This design comes from an exercise in tuning for small area and a short achievable clock period on the open sky130 flow, not from production work.
At most, simulation tests tie the RTL to the original design; equivalence was not proved.
Power is estimated from default activity; no workload was simulated.

== build 11 ==
==> flow/design.v (excerpt) <==
module CircuitTest (a,b,c,z,x,clk,rst);
input [63:0] a, b, c;
input clk,rst;
output reg [31:0] z, x;
reg [32:0] ar, yr;
reg er;
wire w1; g_nand2 u1 (.a(a[0]), .b(b[0]), .y(w1));
wire w2; g_nor2 u2 (.a(a[0]), .b(b[0]), .y(w2));
wire w3; g_nand2 u3 (.a(a[1]), .b(b[1]), .y(w3));
wire w4; g_nor2 u4 (.a(a[1]), .b(b[1]), .y(w4));
wire w5; g_nand2 u5 (.a(a[2]), .b(b[2]), .y(w5));
wire w6; g_nor2 u6 (.a(a[2]), .b(b[2]), .y(w6));
wire w7; g_nand2 u7 (.a(a[3]), .b(b[3]), .y(w7));
wire w8; g_nor2 u8 (.a(a[3]), .b(b[3]), .y(w8));
wire w9; g_nand2 u9 (.a(a[4]), .b(b[4]), .y(w9));
wire w10; g_nor2 u10 (.a(a[4]), .b(b[4]), .y(w10));
wire w11; g_nand2 u11 (.a(a[5]), .b(b[5]), .y(w11));
wire w12; g_nor2 u12 (.a(a[5]), .b(b[5]), .y(w12));
wire w13; g_nand2 u13 (.a(a[6]), .b(b[6]), .y(w13));
wire w14; g_nor2 u14 (.a(a[6]), .b(b[6]), .y(w14));
wire w15; g_nand2 u15 (.a(a[7]), .b(b[7]), .y(w15));
wire w16; g_nor2 u16 (.a(a[7]), .b(b[7]), .y(w16));
wire w17; g_nand2 u17 (.a(a[8]), .b(b[8]), .y(w17));
wire w18; g_nor2 u18 (.a(a[8]), .b(b[8]), .y(w18));
wire w19; g_nand2 u19 (.a(a[9]), .b(b[9]), .y(w19));
wire w20; g_nor2 u20 (.a(a[9]), .b(b[9]), .y(w20));
wire w21; g_nand2 u21 (.a(a[10]), .b(b[10]), .y(w21));
wire w22; g_nor2 u22 (.a(a[10]), .b(b[10]), .y(w22));
wire w23; g_nand2 u23 (.a(a[11]), .b(b[11]), .y(w23));
wire w24; g_nor2 u24 (.a(a[11]), .b(b[11]), .y(w24));
wire w25; g_nand2 u25 (.a(a[12]), .b(b[12]), .y(w25));
  ...
==> flow/config.mk <==
export PLATFORM = sky130hd
export DESIGN_NAME = CircuitTest
export DESIGN_NICKNAME = CircuitTest
export VERILOG_FILES = /design/flow/design.v
export SDC_FILE = /design/flow/constraint.sdc
export NUM_CORES = 4
export LEC_CHECK = 0
export ABC_AREA = 1
export CAP_MARGIN = 20
export CORE_MARGIN = 2
export CORE_UTILIZATION = 40
export CTS_BUF_LIST = sky130_fd_sc_hd__clkbuf_8
export SETUP_SLACK_MARGIN = 4
export SLEW_MARGIN = 20
export SYNTH_HIERARCHICAL = 1
export TNS_END_PERCENT = 0
==> flow/constraint.sdc <==
create_clock -name core_clock -period 7.5 [get_ports {clk}]
set_input_delay 1.5000 -clock core_clock [delete_from_list [all_inputs] [get_ports {clk}]]
set_output_delay 1.5000 -clock core_clock [all_outputs]
set_load 0.01 [all_outputs]
standard.sh (not shown) runs the stock make flow with config.mk's settings and CLKGATE_MAP_FILE= SYNTH_SCRIPT=/design/flow/synth_recipe.tcl, a recipe that flattens the netlist after the stock synthesis.
==> flow/flow/run.sh <==
#!/bin/bash
# Own layout flow: the standard ORFS flow (standard.sh) with these changes:
#  - synthesis script flow/mixsynth.tcl: synth_recipe.tcl with ABC run per module,
#    the small gate modules (g_*) with ORFS's speed script and the top module with
#    ORFS's area script (ABC_AREA 1); hierarchy is flattened at the end as before;
#  - no Yosys full/half-adder extraction (ADDER_MAP_FILE empty);
#  - ABC sizes for a 2 fF load (ABC_LOAD_IN_FF), so gate modules get small cells;
#  - the port buffers that buffer_ports puts on every input and output are
#    sky130_fd_sc_hd__buf_1 instead of the default delay buffer.
# Make's full output goes to flow_make.log here; each ORFS step keeps its own log
# under orfs/logs/.
set -uo pipefail
here=$(pwd)
bash standard.sh ADDER_MAP_FILE= ABC_LOAD_IN_FF=2 \
  "SYNTH_SCRIPT=$here/flow/mixsynth.tcl" \
  "BUFFER_PORTS_ARGS=-buffer_cell sky130_fd_sc_hd__buf_1" \
  finish > flow_make.log 2>&1
==> flow/flow/mixsynth.tcl <==
# The standard flow's synthesis script (synth_recipe.tcl) with one change: ABC maps the small
# gate modules (g_*) with ORFS's speed script, which keeps XOR and MUX cells,
# and the rest of the design with ORFS's area script.
proc synth {args} { yosys synth -nofsm -noshare {*}$args }
proc abc {args} {
  set i [lsearch -exact $args -script]
  set speed [lreplace $args $i [expr {$i + 1}] -script $::env(SCRIPTS_DIR)/abc_speed.script]
  set area [lreplace $args $i [expr {$i + 1}] -script $::env(SCRIPTS_DIR)/abc_area.script]
  foreach m [split [string trim [yosys tee -q -s result.string select -list-mod =g_*]] "\n"] {
    if {$m ne ""} { yosys abc {*}$speed =$m }
  }
  yosys abc {*}$area =$::env(DESIGN_NAME)
}
source $::env(SCRIPTS_DIR)/synth.tcl
# left out here: clear keep_hierarchy, flatten, clean up, hide names made inside functions, write 1_2_yosys.v
What build 18 does differently from build 11 at the input level:
- SETUP_SLACK_MARGIN changed from 4 to 4.2
==> comparison <==
Build 18 closes out successfully: all stages finished, all timing, DRC and antenna checks passed. Build 18 against build 11: final-layout clock-cell area share essentially unchanged, final setup skew closely matched the old numbers, share of the cycle needed by the critical path after routing fell 2.7 points. First-pass GRT wire length for build 18: about 1.3% up relative to build 11. Build 18 gives less part of the power in the clock network than build 11 did. [diff] time the final worst path needs with I/O delays and setup, build 18 relative to build 11: improvement. Going from build 11 to build 18, setup slack of the critical path after layout increased 0.20 ns; design area increased about 3%.
The inputs of build 68 differ from those of build 18 as listed below.
- swapping 4.2 for 4.35 in SETUP_SLACK_MARGIN
Results
- Build 68 went all the way through the flow, and no timing, DRC or antenna check failed.
- Reported for build 18 and build 68, xor/xnor share of the synthesized area turned out identical to the last digit.
- Build 68 vs build 18: fmax up
- The final clock period utilization by the worst path in build 68 sits 0.53 points below the value recorded for build 18.
Relative to build 68, the following input files were edited for build 86:
- changing SETUP_SLACK_MARGIN from 4.35 to 4.5
[summary]
- Diff build 86..build 68 | global-route wire length before repair | unchanged
- Build 86 against build 68: count of cells along the worst register-to-register path neither gained nor lost much, flop and latch count out of synthesis neither gained nor lost much, amount of wire on met2 after detailed routing neither gained nor lost much, ratio of final minimum period to clock period neither gained nor lost much.
No run of this note included a check of the RTL's function; only the layout flow was run.

CircuitTest, a different RTL version from the one above (not shown whole).
Size in the first run: about 1,500 cells after synthesis, ~130 flip-flops, about 12,000 um2 of cells after synthesis.
export LEC_CHECK = 0
export ABC_AREA = 1
export CAP_MARGIN = 20
export CORE_MARGIN = 2
export CORE_UTILIZATION = 40
export SLEW_MARGIN = 20
create_clock -name core_clock -period 7.5 [get_ports {clk}]
run.sh (not shown) runs the stock make flow with config.mk's settings and CLKGATE_MAP_FILE= SYNTH_SCRIPT=/design/flow/synth_recipe.tcl, a recipe that flattens the netlist after the stock synthesis.
Stock flow here: none of the scripts above is used.
The baseline finished clean.
Rerun with:
==> flow/flow/run.sh (new file) <==
#!/bin/bash
# Own layout flow: the standard ORFS flow (standard.sh) with two changes:
#  - no Yosys full/half-adder extraction (ADDER_MAP_FILE empty), so ABC maps the
#    hand-written prefix carry logic itself;
#  - the port buffers that buffer_ports inserts on every input and output are
#    sky130_fd_sc_hd__buf_1 instead of the default delay buffer.
# Make's full output goes to flow_make.log here; each ORFS step keeps its own log
# under orfs/logs/.
set -uo pipefail
bash standard.sh ADDER_MAP_FILE= \
  "BUFFER_PORTS_ARGS=-buffer_cell sky130_fd_sc_hd__buf_1" \
  finish > flow_make.log 2>&1
==> flow/standard.sh (new file) <==
#!/bin/bash
# synth_recipe.tcl (not shown) runs the flow's synth.tcl, then flattens the netlist and writes it again
# the make line also repeats each setting of config.mk as NAME=value (left out here)
make -C /OpenROAD-flow-scripts/flow DESIGN_CONFIG=/design/flow/config.mk WORK_HOME=/design/flow/orfs CLKGATE_MAP_FILE= SYNTH_SCRIPT=/design/flow/synth_recipe.tcl "${@:-finish}"
- SETUP_SLACK_MARGIN: default -> 4.5
removed: flow/run.sh
What happened:
- utilization is higher by 12 points
- non-clock buffer count is higher by 173
- cell count is higher by 28%
- worst setup slack gains 2.5 ns
- die area is lower by 3.2%
- wire length is higher by 43%
- register-to-register slack loses 0.07 ns
- fmax is higher by 69%
- via count is higher by 37%
- final area is higher by 18%
Rerun with:
==> flow/flow/run.sh (replaced) <==
#!/bin/bash
# Own layout flow: the standard ORFS flow (standard.sh) with two changes:
#  - no Yosys full/half-adder extraction (ADDER_MAP_FILE empty), so ABC maps the
#    hand-written prefix carry logic itself;
#  - the port buffers that buffer_ports inserts on every input and output are
#    sky130_fd_sc_hd__buf_2 instead of the default delay buffer.
# Make's full output goes to flow_make.log here; each ORFS step keeps its own log
# under orfs/logs/.
set -uo pipefail
bash standard.sh ADDER_MAP_FILE= \
  "BUFFER_PORTS_ARGS=-buffer_cell sky130_fd_sc_hd__buf_2" \
  finish > flow_make.log 2>&1
- SETUP_SLACK_MARGIN: 4.5 -> default
=> Fmax came out lower by 20%. Routed wire length came out lower by 28%. Global-route usage is lower by 5.9 points. Core utilization is lower by 16 points. Final area fell by 24%. Via count falls by 15%. Setup slack degrades by 0.87 ns. Cell count decreases by 6.8%. Worst hold slack got worse by 0.029 ns. Combinational power goes down by 36%. Critical path depth went up by 4.
Rerun with:
- SETUP_SLACK_MARGIN: default -> 4
After rerunning: Power rises by 11%. Sequential share of layout area falls by 3.6 points. Worst setup slack gains 0.93 ns.
Rerun with:
- CORE_UTILIZATION: 40 -> 60
Result:
- final area is higher by 4.7%
- sequential cell count is unchanged
- via count is higher by 18%
- area after synthesis stays the same
- synthesized cell count is unchanged
- combinational power is higher by about 20%
- count of clock-buffer cells in the layout is unchanged
- non-clock buffer count is higher by 53
- worst setup slack is worse by 0.38 ns
- routed wire length is higher by 30%
No functional check of the RTL was part of any run of this note.

Setup of run A:
Another version of the RTL of CircuitTest (not shown whole).
Size in the first run: roughly 1,600 cells after synthesis, roughly 130 flip-flops, roughly 260 I/O pins.
## CircuitTest
module CircuitTest (a,b,c,z,x,clk,rst);
input [63:0] a, b, c;
input clk,rst;
output reg [31:0] z, x;
reg [32:0] ar, yr;
reg er;
  ...
Settings: LEC_CHECK=0, ABC_AREA=1, CAP_MARGIN=20, CORE_MARGIN=2, CORE_UTILIZATION=40, CTS_BUF_LIST=sky130_fd_sc_hd__clkbuf_8, SETUP_SLACK_MARGIN=4.4, SLEW_MARGIN=20, SYNTH_HIERARCHICAL=1, TNS_END_PERCENT=0; clock period 7.5 ns.
standard.sh (not shown) runs the stock make flow with config.mk's settings and CLKGATE_MAP_FILE= SYNTH_SCRIPT=/design/flow/synth_recipe.tcl, a recipe that flattens the netlist after the stock synthesis.
==> flow/flow/run.sh <==
#!/bin/bash
# Own layout flow: the standard ORFS flow (standard.sh) with these changes:
#  - synthesis script flow/mixsynth.tcl: synth_recipe.tcl with ABC run per module,
#    the small gate modules (g_*) with ORFS's speed script and the top module with
#    ORFS's area script (ABC_AREA 1); hierarchy is flattened at the end as before;
#  - no Yosys full/half-adder extraction (ADDER_MAP_FILE empty);
#  - ABC sizes for a 2 fF load (ABC_LOAD_IN_FF), so gate modules get small cells;
#  - the port buffers that buffer_ports puts on every input and output are
#    sky130_fd_sc_hd__buf_1 instead of the default delay buffer.
# Make's full output goes to flow_make.log here; each ORFS step keeps its own log
# under orfs/logs/.
set -uo pipefail
here=$(pwd)
bash standard.sh ADDER_MAP_FILE= ABC_LOAD_IN_FF=2 \
  "SYNTH_SCRIPT=$here/flow/mixsynth.tcl" \
  "BUFFER_PORTS_ARGS=-buffer_cell sky130_fd_sc_hd__buf_1" \
  SETUP_MOVE_SEQUENCE=sizeup,swap,buffer,clone,split \
  finish > flow_make.log 2>&1
Scripts as last shown in full above: flow/flow/mixsynth.tcl
> inputs changed (run A -> run B)
diff --git a/flow/flow/run.sh b/flow/flow/run.sh
--- a/flow/flow/run.sh
+++ b/flow/flow/run.sh
@@ -15,4 +15,4 @@
   "SYNTH_SCRIPT=$here/flow/mixsynth.tcl" \
   "BUFFER_PORTS_ARGS=-buffer_cell sky130_fd_sc_hd__buf_1" \
-  SETUP_MOVE_SEQUENCE=sizeup,swap,buffer,clone,split \
+  SKIP_GATE_CLONING=1 \
   finish > flow_make.log 2>&1
[summary]
- Est. power | run B vs run A | run B lower
- Summary of run B over run A: all-layer global routing usage shows no meaningful change, layout clock buffer count shows no meaningful change, met1 capacity usage during global routing decreased by 0.26 points relative to the old numbers, worst-case register-to-register setup slack went down 0.02 ns.
- Core utilization: run B lower than run A
> inputs changed (run B -> run C)
- CTS_BUF_LIST changed from sky130_fd_sc_hd__clkbuf_8 to sky130_fd_sc_hd__clkbuf_4 sky130_fd_sc_hd__clkbuf_8
diff --git a/flow/flow/run.sh b/flow/flow/run.sh
--- a/flow/flow/run.sh
+++ b/flow/flow/run.sh
@@ -15,4 +15,3 @@
   "SYNTH_SCRIPT=$here/flow/mixsynth.tcl" \
   "BUFFER_PORTS_ARGS=-buffer_cell sky130_fd_sc_hd__buf_1" \
-  SKIP_GATE_CLONING=1 \
   finish > flow_make.log 2>&1
==> run summary <==
The number of logic stages on the critical path including buffering in run C sits 1 below the value recorded for run B. Run C against run B; maximum frequency is up by a few percent. When the final numbers for run B and run C were put side by side, the part of the power in the clock network turned out to be greater in run C. In the flow results for run B and run C, the count of clock-buffer cells in the layout is larger on run C. Changes observed in run C relative to run B: via count of the routed design rose 82, setup slack +0.079 ns. Leakage power figure (lower): run B. Comparing run B and run C, final period demand of the worst path is lower on run C. Clock-pin transition on the worst setup and hold timing paths across run B and run C: no real change. Going from run B to run C, total wirelength of the detailed-routed design grew slightly. Re cell area: run C is 1.1% up on run B.
What run D does differently from run C at the input level:
- CTS_BUF_LIST changed from sky130_fd_sc_hd__clkbuf_4 sky130_fd_sc_hd__clkbuf_8 to sky130_fd_sc_hd__clkbuf_4
--- outcome ---
All of run D and run C finish clean. Worst max-slew margin expressed relative to the limit was lower in run D than in run C. Taking run C as the reference, in run D clock power went down by about 17%, post-route worst setup slack went down by 0.014 ns, data arrival time of the worst path went up by 0.12 ns, routed metal-1 wire length went up by about 3%. Side by side, proportion of power drawn by combinational gates turned out higher in run D than in run C. Status: fraction of standard cell area in multi-input logic parity (run C, run D). Between run D and run C, the total length of routed wires is lower for run C.

Starting RTL as in the previous note.
// CircuitTest
module CircuitTest (a,b,c,z,x,clk,rst);
input [63:0] a, b, c;
input clk,rst;
output reg [31:0] z, x;
reg [32:0] ar, yr;
reg er;
  ...
clock: 7.5 ns
lec_check: 0
abc_area: 1
cap_margin: 20
core_margin: 2
core_utilization: 40
cts_buf_list: sky130_fd_sc_hd__clkbuf_8
setup_slack_margin: 4.4
slew_margin: 20
synth_hierarchical: 1
tns_end_percent: 20
==> flow/flow/run.sh <==
#!/bin/bash
# Own layout flow: the standard ORFS flow (standard.sh) with these changes:
#  - synthesis script flow/mixsynth.tcl: synth_recipe.tcl with ABC run per module,
#    the small gate modules (g_*) with ORFS's speed script and the top module with
#    ORFS's area script (ABC_AREA 1); hierarchy is flattened at the end as before;
#  - no Yosys full/half-adder extraction (ADDER_MAP_FILE empty);
#  - ABC sizes for a 2 fF load (ABC_LOAD_IN_FF), so gate modules get small cells;
#  - the port buffers that buffer_ports puts on every input and output are
#    sky130_fd_sc_hd__buf_1 instead of the default delay buffer.
# Make's full output goes to flow_make.log here; each ORFS step keeps its own log
# under orfs/logs/.
set -uo pipefail
here=$(pwd)
bash standard.sh ADDER_MAP_FILE= ABC_LOAD_IN_FF=2 \
  "SYNTH_SCRIPT=$here/flow/mixsynth.tcl" \
  "BUFFER_PORTS_ARGS=-buffer_cell sky130_fd_sc_hd__buf_1" \
  finish > flow_make.log 2>&1
Scripts as last shown in full above: flow/flow/mixsynth.tcl
Then changed:
Settings changed: CORE_UTILIZATION 40 to 50, TNS_END_PERCENT 20 to 0.
Effect: Worst setup slack gets worse by 0.0034 ns; sequential power barely changes; non-clock buffer count goes up by 6; clock power drops by 7.6%; final cell count goes down by 4.0%.
Then changed:
Settings changed: CORE_UTILIZATION 50 to 40, TNS_END_PERCENT 0 to 100.
What happened: The new run ran to the end with no violations. Combinational power went up by 18%. Register-to-register slack is about the same. Total power went up by 6.4%. Worst setup slack got worse by 0.054 ns. Synthesized area stays the same.
Then changed:
Settings changed: PLACE_DENSITY set to 0.8, TNS_END_PERCENT 100 to 0.
Outcome:
- die area stays the same
- cell area goes down by 12%
- critical path depth goes down by 2
- via count goes down by 1.6%
- total power goes down by 11%
- clock-buffer cell count is unchanged
- setup slack hardly moves
Then changed:
Settings changed: PLACE_DENSITY 0.8 to unset, SETUP_SLACK_MARGIN 4.4 to 4.2.
What happened:
- synthesized area is unchanged
- flip-flop and latch count is unchanged
- hold slack gets better by 0.016 ns
- design area rises by 1.5%
- maximum frequency hardly moves
- core utilization is higher by 0.72 points
- combinational power went up by about 4%

==> what the ideal ports hide <==
The flow's constraints put no driver on any port. The routed layouts listed below were extracted and timed again, unchanged, in two steps.
Step 1 (the two cells are an assumption about what drives the block):
set clk [get_ports {clk}]
set_driving_cell -lib_cell sky130_fd_sc_hd__clkbuf_16 $clk
set_driving_cell -lib_cell sky130_fd_sc_hd__buf_2 [delete_from_list [all_inputs] $clk]
Step 2 adds t to the input delays and takes it off the output delays; t is the mean of the earliest and latest rising clock arrival at the registers after step 1. Input paths then give back, and output paths get back, about the clock's delay inside the block.
Three values: ideal ports, drivers, drivers and shift; two values: the first two.
run | t (ns) | slack for setup (ns) | worst register clock-pin slew, ns | worst slew at a driven data input, ns | cell pins on the clock port's net
build 11 | 0.495 | 4.074 / 4.055 / 3.560 | 0.08 / 0.08 | 0.09 | 1
build 18 | 0.493 | 4.276 / 4.294 / 3.801 | 0.08 / 0.08 | 0.09 | 1
build 68 | 0.496 | 4.316 / 4.321 / 3.825 | 0.08 / 0.08 | 0.09 | 1
build 86 | 0.496 | 4.316 / 4.321 / 3.825 | 0.08 / 0.08 | 0.09 | 1
the first run of note 2 | 0.474 | 1.455 / 1.448 / 0.974 | 0.06 / 0.06 | 0.07 | 1
the second run of note 2 | 0.464 | 3.931 / 3.954 / 3.491 | 0.06 / 0.06 | 0.10 | 1
the third run of note 2 | 0.449 | 3.057 / 3.039 / 2.590 | 0.06 / 0.06 | 0.09 | 1
the fourth run of note 2 | 0.446 | 3.984 / 3.976 / 3.530 | 0.06 / 0.06 | 0.08 | 1
the fifth run of note 2 | 0.465 | 3.601 / 3.577 / 3.112 | 0.07 / 0.07 | 0.10 | 1
run A | 0.484 | 4.310 / 4.325 / 3.841 | 0.08 / 0.08 | 0.09 | 1
run B | 0.484 | 4.227 / 4.230 / 3.745 | 0.08 / 0.08 | 0.09 | 1
run C | 0.484 | 4.306 / 4.321 / 3.837 | 0.08 / 0.08 | 0.09 | 1
run D | 0.574 | 4.292 / 4.284 / 3.710 | 0.12 / 0.12 | 0.09 | 1
the first run of note 4 | 0.484 | 4.319 / 4.336 / 3.852 | 0.08 / 0.08 | 0.09 | 1
the second run of note 4 | 0.480 | 4.316 / 4.324 / 3.844 | 0.08 / 0.08 | 0.08 | 1
the third run of note 4 | 0.497 | 4.261 / 4.266 / 3.768 | 0.08 / 0.08 | 0.09 | 1
the fourth run of note 4 | 0.465 | 4.264 / 4.277 / 3.812 | 0.09 / 0.09 | 0.10 | 1
the fifth run of note 4 | 0.488 | 4.266 / 4.285 / 3.796 | 0.08 / 0.08 | 0.09 | 1
After both steps setup and hold are still met in every run listed. For run D, which loses most, drivers alone change the setup slack by -0.008 ns; drivers and shift together by -0.582 ns.
